Source: an optimization exercise on an open RTL-to-GDS flow (aim: small area). Production flows keep margins and buffers that such runs may drop. The RTL was checked by simulation tests, not by an equivalence proof against the original design. Power figures rest on the tool's default switching activity, not on a simulated workload.

==> trial 17 <==
==> flow/design.v (excerpt) <==
module uart_string_loopback (
    input  wire clk,
    input  wire rst_n,
    input  wire rx,
    output wire tx
);
==> module uart_rx, before the edit <==
module uart_rx (
    input clk,
    input rst_n,
    input rx,
    output reg bit_out,        
    output wire [2:0] bit_idx,
    output wire bit_ok,        
    output wire valid          
);
    localparam [3:0] PHASE_IDLE = 4'b0001, PHASE_VALID = 4'b0000, PHASE_START = 4'b0110;
    localparam [8:0] LFSR_END  = 9'h1ee;
    localparam [8:0] LFSR_IDLE = 9'h11c;     
    reg [3:0] phase;
    reg [8:0] lfsr;
    reg rx_sync1, rx_sync2;
    always @(posedge clk or negedge rst_n) begin
        if (!rst_n) begin
            rx_sync1 <= 1'b1;
            rx_sync2 <= 1'b1;
        end else begin
            rx_sync1 <= rx;
            rx_sync2 <= rx_sync1;
        end
    end
    wire sample = (lfsr == LFSR_END);
    wire idle   = (phase[3:1] == 3'b000);    
    assign bit_ok  = phase[3];
    assign bit_idx = phase[2:0];
    assign valid   = (phase == PHASE_VALID);
    always @(posedge clk or negedge rst_n) begin
        if (!rst_n) begin
            phase <= PHASE_IDLE;
        end else begin
            if (idle) begin
                phase <= rx_sync2 ? PHASE_IDLE : PHASE_START;
            end else if (sample) begin
                if ((phase == PHASE_START || phase == 4'b1111) && (rx_sync2 ^ phase[3]))
                    phase <= PHASE_IDLE;
                else
                    phase <= phase + 4'd1;
            end
        end
    end
    always @(posedge clk) begin
        if (sample) bit_out <= rx_sync2;
        if (idle)
            lfsr <= LFSR_IDLE;
        else
            lfsr <= {lfsr[7:0], lfsr[8] ^ lfsr[4] ^ sample};
    end
endmodule
==> module uart_tx, before the edit <==
module uart_tx (
    input clk,
    input rst_n,
    input trigger,           
    input bit_in,
    input bit_load,
    output wire [2:0] bit_idx,
    output reg tx,
    output wire busy
);
    localparam [3:0] PHASE_IDLE = 4'b0010, PHASE_START = 4'b0111;
    localparam [8:0] LFSR_END  = 9'h1ee;
    localparam [8:0] LFSR_IDLE = 9'h1f7;     
    reg [3:0] phase;
    reg [8:0] lfsr;
    reg next_bit;
    wire hit  = (lfsr == LFSR_END);
    wire idle = (phase == PHASE_IDLE);
    assign busy    = !idle;
    assign bit_idx = phase[2:0];
    always @(posedge clk or negedge rst_n) begin
        if (!rst_n) begin
            phase <= PHASE_IDLE;
            tx    <= 1'b1;
        end else begin
            if (idle) begin
                if (trigger) phase <= PHASE_START;
            end else if (hit) begin
                phase <= phase + 4'd1;
                tx <= phase[3] ? next_bit : !phase[2];
            end
        end
    end
    always @(posedge clk) begin
        if (bit_load) next_bit <= bit_in;
        if (idle)
            lfsr <= LFSR_IDLE;
        else
            lfsr <= {lfsr[7:0], lfsr[8] ^ lfsr[4] ^ hit};
    end
endmodule
==> module uart_string_loopback, before the edit <==
module uart_string_loopback (
    input  wire clk,
    input  wire rst_n,
    input  wire rx,
    output wire tx
);
reg [255:0] ring;
reg [7:0] addr;
reg [4:0] write_ptr;
reg [4:0] read_ptr;
wire rx_bit, rx_bit_ok, rx_valid;
wire [2:0] rx_idx, tx_idx;
wire tx_busy;
wire at_w = (addr[7:3] == write_ptr);
wire at_r = (addr[7:3] == read_ptr);
reg  at_w_d;
reg buffer_nonempty;
reg buffer_full;
wire push    = rx_valid && !buffer_full;
wire trigger = !tx_busy && buffer_nonempty;
wire write_en = rx_bit_ok && at_w && (addr[2:0] == rx_idx);
wire read_en  = at_r && (addr[2:0] == tx_idx);
uart_rx uart_rx_inst (
    .clk(clk),
    .rst_n(rst_n),
    .rx(rx),
    .bit_out(rx_bit),
    .bit_idx(rx_idx),
    .bit_ok(rx_bit_ok),
    .valid(rx_valid)
);
uart_tx uart_tx_inst (
    .clk(clk),
    .rst_n(rst_n),
    .trigger(trigger),
    .bit_in(ring[7]),
    .bit_load(read_en),
    .bit_idx(tx_idx),
    .tx(tx),
    .busy(tx_busy)
);
always @(posedge clk)
    at_w_d <= at_w;
always @(posedge clk)
    ring <= {ring[254:0], write_en ? rx_bit : ring[255]};
always @(posedge clk or negedge rst_n) begin
    if (!rst_n) begin
        addr         <= 8'd0;
        write_ptr    <= 5'd0;
        read_ptr     <= 5'd0;
        buffer_nonempty <= 1'b0;
        buffer_full     <= 1'b0;
    end else begin
        addr <= addr + 8'd1;
        if (push) begin
            write_ptr       <= write_ptr + 5'd1;
            buffer_nonempty <= 1'b1;
        end else if (at_w) begin
            buffer_nonempty <= !at_r;
        end
        if (trigger) begin
            read_ptr    <= read_ptr + 5'd1;
            buffer_full <= 1'b0;
        end else if (at_w_d && !at_w) begin
            buffer_full <= at_r;
        end
    end
end
endmodule
clock: 20.0 ns
lec_check: 0
cap_margin: 20
core_margin: 2
core_utilization: 70
cts_buf_list: sky130_fd_sc_hd__clkbuf_4
cts_cluster_diameter: 50
cts_cluster_size: 10
slew_margin: 20
standard.sh (not shown) runs the stock make flow with config.mk's settings and CLKGATE_MAP_FILE= SYNTH_SCRIPT=/design/flow/synth_recipe.tcl, a recipe that flattens the netlist after the stock synthesis.
==> flow/flow/run.sh <==
#!/bin/bash
# The standard layout; clock tree without dummy loads, port buffers of the
# smallest buffer, and downsizing of gates off the critical paths
export CTS_ARGS="-sink_clustering_enable -repair_clock_nets -buf_list sky130_fd_sc_hd__clkbuf_4 -sink_clustering_size 10 -sink_clustering_max_diameter 50 -dont_use_dummy_load"
export BUFFER_PORTS_ARGS="-buffer_cell sky130_fd_sc_hd__buf_1"
export RECOVER_POWER=100
bash standard.sh > standard.log 2>&1
==> build 41: changes against trial 17 <==
--- a/flow/design.v
+++ b/flow/design.v
@@ -9,6 +9,7 @@
 );
     localparam [3:0] PHASE_IDLE = 4'b0001, PHASE_VALID = 4'b0000, PHASE_START = 4'b0110;
-    localparam [8:0] LFSR_END  = 9'h1ee;
-    localparam [8:0] LFSR_IDLE = 9'h11c;     
+    localparam [8:0] LFSR_END  = 9'h0ee;
+    localparam [8:0] LFSR_MASK = 9'h17f;     
+    localparam [8:0] LFSR_IDLE = 9'h031;     
     reg [3:0] phase;
     reg [8:0] lfsr;
@@ -23,5 +24,5 @@
         end
     end
-    wire sample = (lfsr == LFSR_END);
+    wire sample = ((lfsr & LFSR_MASK) == (LFSR_END & LFSR_MASK));
     wire idle   = (phase[3:1] == 3'b000);    
     assign bit_ok  = phase[3];
@@ -47,5 +48,5 @@
             lfsr <= LFSR_IDLE;
         else
-            lfsr <= {lfsr[7:0], lfsr[8] ^ lfsr[4] ^ sample};
+            lfsr <= {lfsr[7], lfsr[6], lfsr[5], lfsr[4], lfsr[3], lfsr[2], lfsr[1], lfsr[0] ^ sample, lfsr[8] ^ lfsr[3]};
     end
 endmodule
@@ -61,10 +62,11 @@
 );
     localparam [3:0] PHASE_IDLE = 4'b0010, PHASE_START = 4'b0111;
-    localparam [8:0] LFSR_END  = 9'h1ee;
-    localparam [8:0] LFSR_IDLE = 9'h1f7;     
+    localparam [8:0] LFSR_END  = 9'h0ee;
+    localparam [8:0] LFSR_MASK = 9'h17f;     
+    localparam [8:0] LFSR_IDLE = 9'h077;     
     reg [3:0] phase;
     reg [8:0] lfsr;
     reg next_bit;
-    wire hit  = (lfsr == LFSR_END);
+    wire hit  = ((lfsr & LFSR_MASK) == (LFSR_END & LFSR_MASK));
     wire idle = (phase == PHASE_IDLE);
     assign busy    = !idle;
@@ -88,5 +90,5 @@
             lfsr <= LFSR_IDLE;
         else
-            lfsr <= {lfsr[7:0], lfsr[8] ^ lfsr[4] ^ hit};
+            lfsr <= {lfsr[7], lfsr[6], lfsr[5], lfsr[4], lfsr[3], lfsr[2], lfsr[1], lfsr[0] ^ hit, lfsr[8] ^ lfsr[3]};
     end
 endmodule
@@ -98,19 +100,20 @@
 );
 reg [255:0] ring;
-reg [7:0] addr;
-reg [4:0] write_ptr;
-reg [4:0] read_ptr;
+reg [2:0] bit_pos;
+reg [4:0] write_rel;     
+reg [4:0] read_rel;      
 wire rx_bit, rx_bit_ok, rx_valid;
 wire [2:0] rx_idx, tx_idx;
 wire tx_busy;
-wire at_w = (addr[7:3] == write_ptr);
-wire at_r = (addr[7:3] == read_ptr);
-reg  at_w_d;
+wire slot_end = (bit_pos == 3'd7);
+wire at_w = (write_rel == 5'd0);
+wire at_r = (read_rel == 5'd0);
+wire after_w = (write_rel == 5'd31);
 reg buffer_nonempty;
 reg buffer_full;
 wire push    = rx_valid && !buffer_full;
 wire trigger = !tx_busy && buffer_nonempty;
-wire write_en = rx_bit_ok && at_w && (addr[2:0] == rx_idx);
-wire read_en  = at_r && (addr[2:0] == tx_idx);
+wire write_en = rx_bit_ok && at_w && (bit_pos == rx_idx);
+wire read_en  = at_r && (bit_pos == tx_idx);
 uart_rx uart_rx_inst (
     .clk(clk),
@@ -133,28 +136,30 @@
 );
 always @(posedge clk)
-    at_w_d <= at_w;
-always @(posedge clk)
     ring <= {ring[254:0], write_en ? rx_bit : ring[255]};
 always @(posedge clk or negedge rst_n) begin
     if (!rst_n) begin
-        addr         <= 8'd0;
-        write_ptr    <= 5'd0;
-        read_ptr     <= 5'd0;
+        bit_pos         <= 3'd0;
+        write_rel       <= 5'd0;
+        read_rel        <= 5'd0;
         buffer_nonempty <= 1'b0;
         buffer_full     <= 1'b0;
     end else begin
-        addr <= addr + 8'd1;
-        if (push) begin
-            write_ptr       <= write_ptr + 5'd1;
+        bit_pos <= bit_pos + 3'd1;
+        if (push && !slot_end)
+            write_rel <= write_rel + 5'd1;
+        else if (!push && slot_end)
+            write_rel <= write_rel - 5'd1;
+        if (trigger && !slot_end)
+            read_rel <= read_rel + 5'd1;
+        else if (!trigger && slot_end)
+            read_rel <= read_rel - 5'd1;
+        if (push)
             buffer_nonempty <= 1'b1;
-        end else if (at_w) begin
+        else if (at_w)
             buffer_nonempty <= !at_r;
-        end
-        if (trigger) begin
-            read_ptr    <= read_ptr + 5'd1;
+        if (trigger)
             buffer_full <= 1'b0;
-        end else if (at_w_d && !at_w) begin
+        else if (after_w)
             buffer_full <= at_r;
-        end
     end
 end
==> flow/flow/run.sh (replaced) <==
#!/bin/bash
# The standard layout, with three changes:
# - after the standard synthesis, its combinational gates are re-mapped for
#   area (flow/resynth.ys); the flip-flops stay exactly as synthesised;
# - clock tree synthesis adds no dummy loads and uses clkbuf_4;
# - port buffers are buf_2.
set -euo pipefail
export CTS_ARGS="-sink_clustering_enable -repair_clock_nets -buf_list sky130_fd_sc_hd__clkbuf_4 -sink_clustering_size 12 -sink_clustering_max_diameter 30 -dont_use_dummy_load"
export BUFFER_PORTS_ARGS="-buffer_cell sky130_fd_sc_hd__buf_2"
R=orfs/results/$FLOW_PLATFORM/uart_string_loopback/base
LIB=$FLOW_HOME/platforms/sky130hd/lib/sky130_fd_sc_hd__tt_025C_1v80.lib

bash standard.sh synth > standard_synth.log 2>&1
cp $R/1_2_yosys.v standard_synth_netlist.v
sed -e "s#LIB_FILE#$LIB#g" -e "s#NETLIST_IN#standard_synth_netlist.v#" \
    -e "s#NETLIST_OUT#$R/1_2_yosys.v#" -e "s#TOP_NAME#$FLOW_TOP#" flow/resynth.ys > resynth.ys
yosys -s resynth.ys > resynth.log 2>&1
rm -f $R/1_synth.odb $R/1_synth.sdc
bash standard.sh synth > standard_synth_odb.log 2>&1
bash standard.sh > standard.log 2>&1
==> flow/flow/area.abc (new file) <==
strash; dch -f; amap; strash; dch -f; amap
==> flow/flow/resynth.ys (new file) <==
# Re-map the combinational logic of the standard synthesis for area.
# Every flip-flop instance is kept as it is (a black box here), with its name
# and cell type; only the gates between them are rebuilt.
read_liberty -ignore_miss_func LIB_FILE
blackbox =sky130_fd_sc_hd__df* =sky130_fd_sc_hd__edf* =sky130_fd_sc_hd__sdf* =sky130_fd_sc_hd__sedf* =sky130_fd_sc_hd__dl*
read_verilog NETLIST_IN
hierarchy -top TOP_NAME
stat -liberty LIB_FILE
flatten
opt -purge
abc -liberty LIB_FILE -dont_use *lpflow* -dont_use *probe* -script flow/area.abc
opt_clean -purge
hilomap -singleton -hicell sky130_fd_sc_hd__conb_1 HI -locell sky130_fd_sc_hd__conb_1 LO
insbuf -buf sky130_fd_sc_hd__buf_4 A X
splitnets
opt_clean -purge
stat -liberty LIB_FILE
write_verilog -noattr -noexpr -nohex -nodec NETLIST_OUT
--- a/flow/config.mk
+++ b/flow/config.mk
@@ -9,6 +9,3 @@
 export CORE_MARGIN = 2
 export CORE_UTILIZATION = 70
-export CTS_BUF_LIST = sky130_fd_sc_hd__clkbuf_4
-export CTS_CLUSTER_DIAMETER = 50
-export CTS_CLUSTER_SIZE = 10
 export SLEW_MARGIN = 20
==> summary of the runs <==
Build 41 completed without violations. Trial 17 reached the layout checks and failed them: max-capacitance violations, max-slew violations. Between build 41 and trial 17, the lower register-to-register slack is in trial 17 (gap 0.05 ns). Against trial 17, the first-iteration DRC count of build 41 is larger by about 1.9%. In clock power, trial 17 and build 41 hardly differ. Of build 41 and trial 17, trial 17 has the higher sequential cell count (gap 6). In build 41 the hold slack is lower than in trial 17, by 0.024 ns. Clock-buffer cell count is the same in build 41 and trial 17. In trial 17 the die area is larger than in build 41, by 5.5%. In build 41 the area after synthesis is smaller than in trial 17, by about 5.4%. In build 41 the wire length is smaller than in trial 17, by about 7%. In build 41 the worst setup slack is higher than in trial 17, by 0.058 ns.

==> port drivers added, routing unchanged <==
Ports are ideal in the flow. The routed layouts listed here were re-timed in OpenROAD.
Step 1 assumes that a clkbuf_16 drives the clock port and a buf_2 every other input.
Step 2, shift: input delay + t, output delay - t, t = (earliest + latest rising clock arrival at the registers) / 2. This alone moves slack from input paths to output paths.
Slacks: ideal / step 1 / step 2; pairs: ideal / step 1.
run | t, ns | setup slack, ns | worst slew at a driven data input, ns
trial 17 | 0.563 | 14.757 / 14.729 / 14.530 | 0.03
build 41 | 0.561 | 14.815 / 14.784 / 15.345 | 0.03
The setup slack of trial 17, which loses most, moves by -0.028 ns with the drivers and by -0.227 ns with both steps. Setup slack includes reset recovery checks.
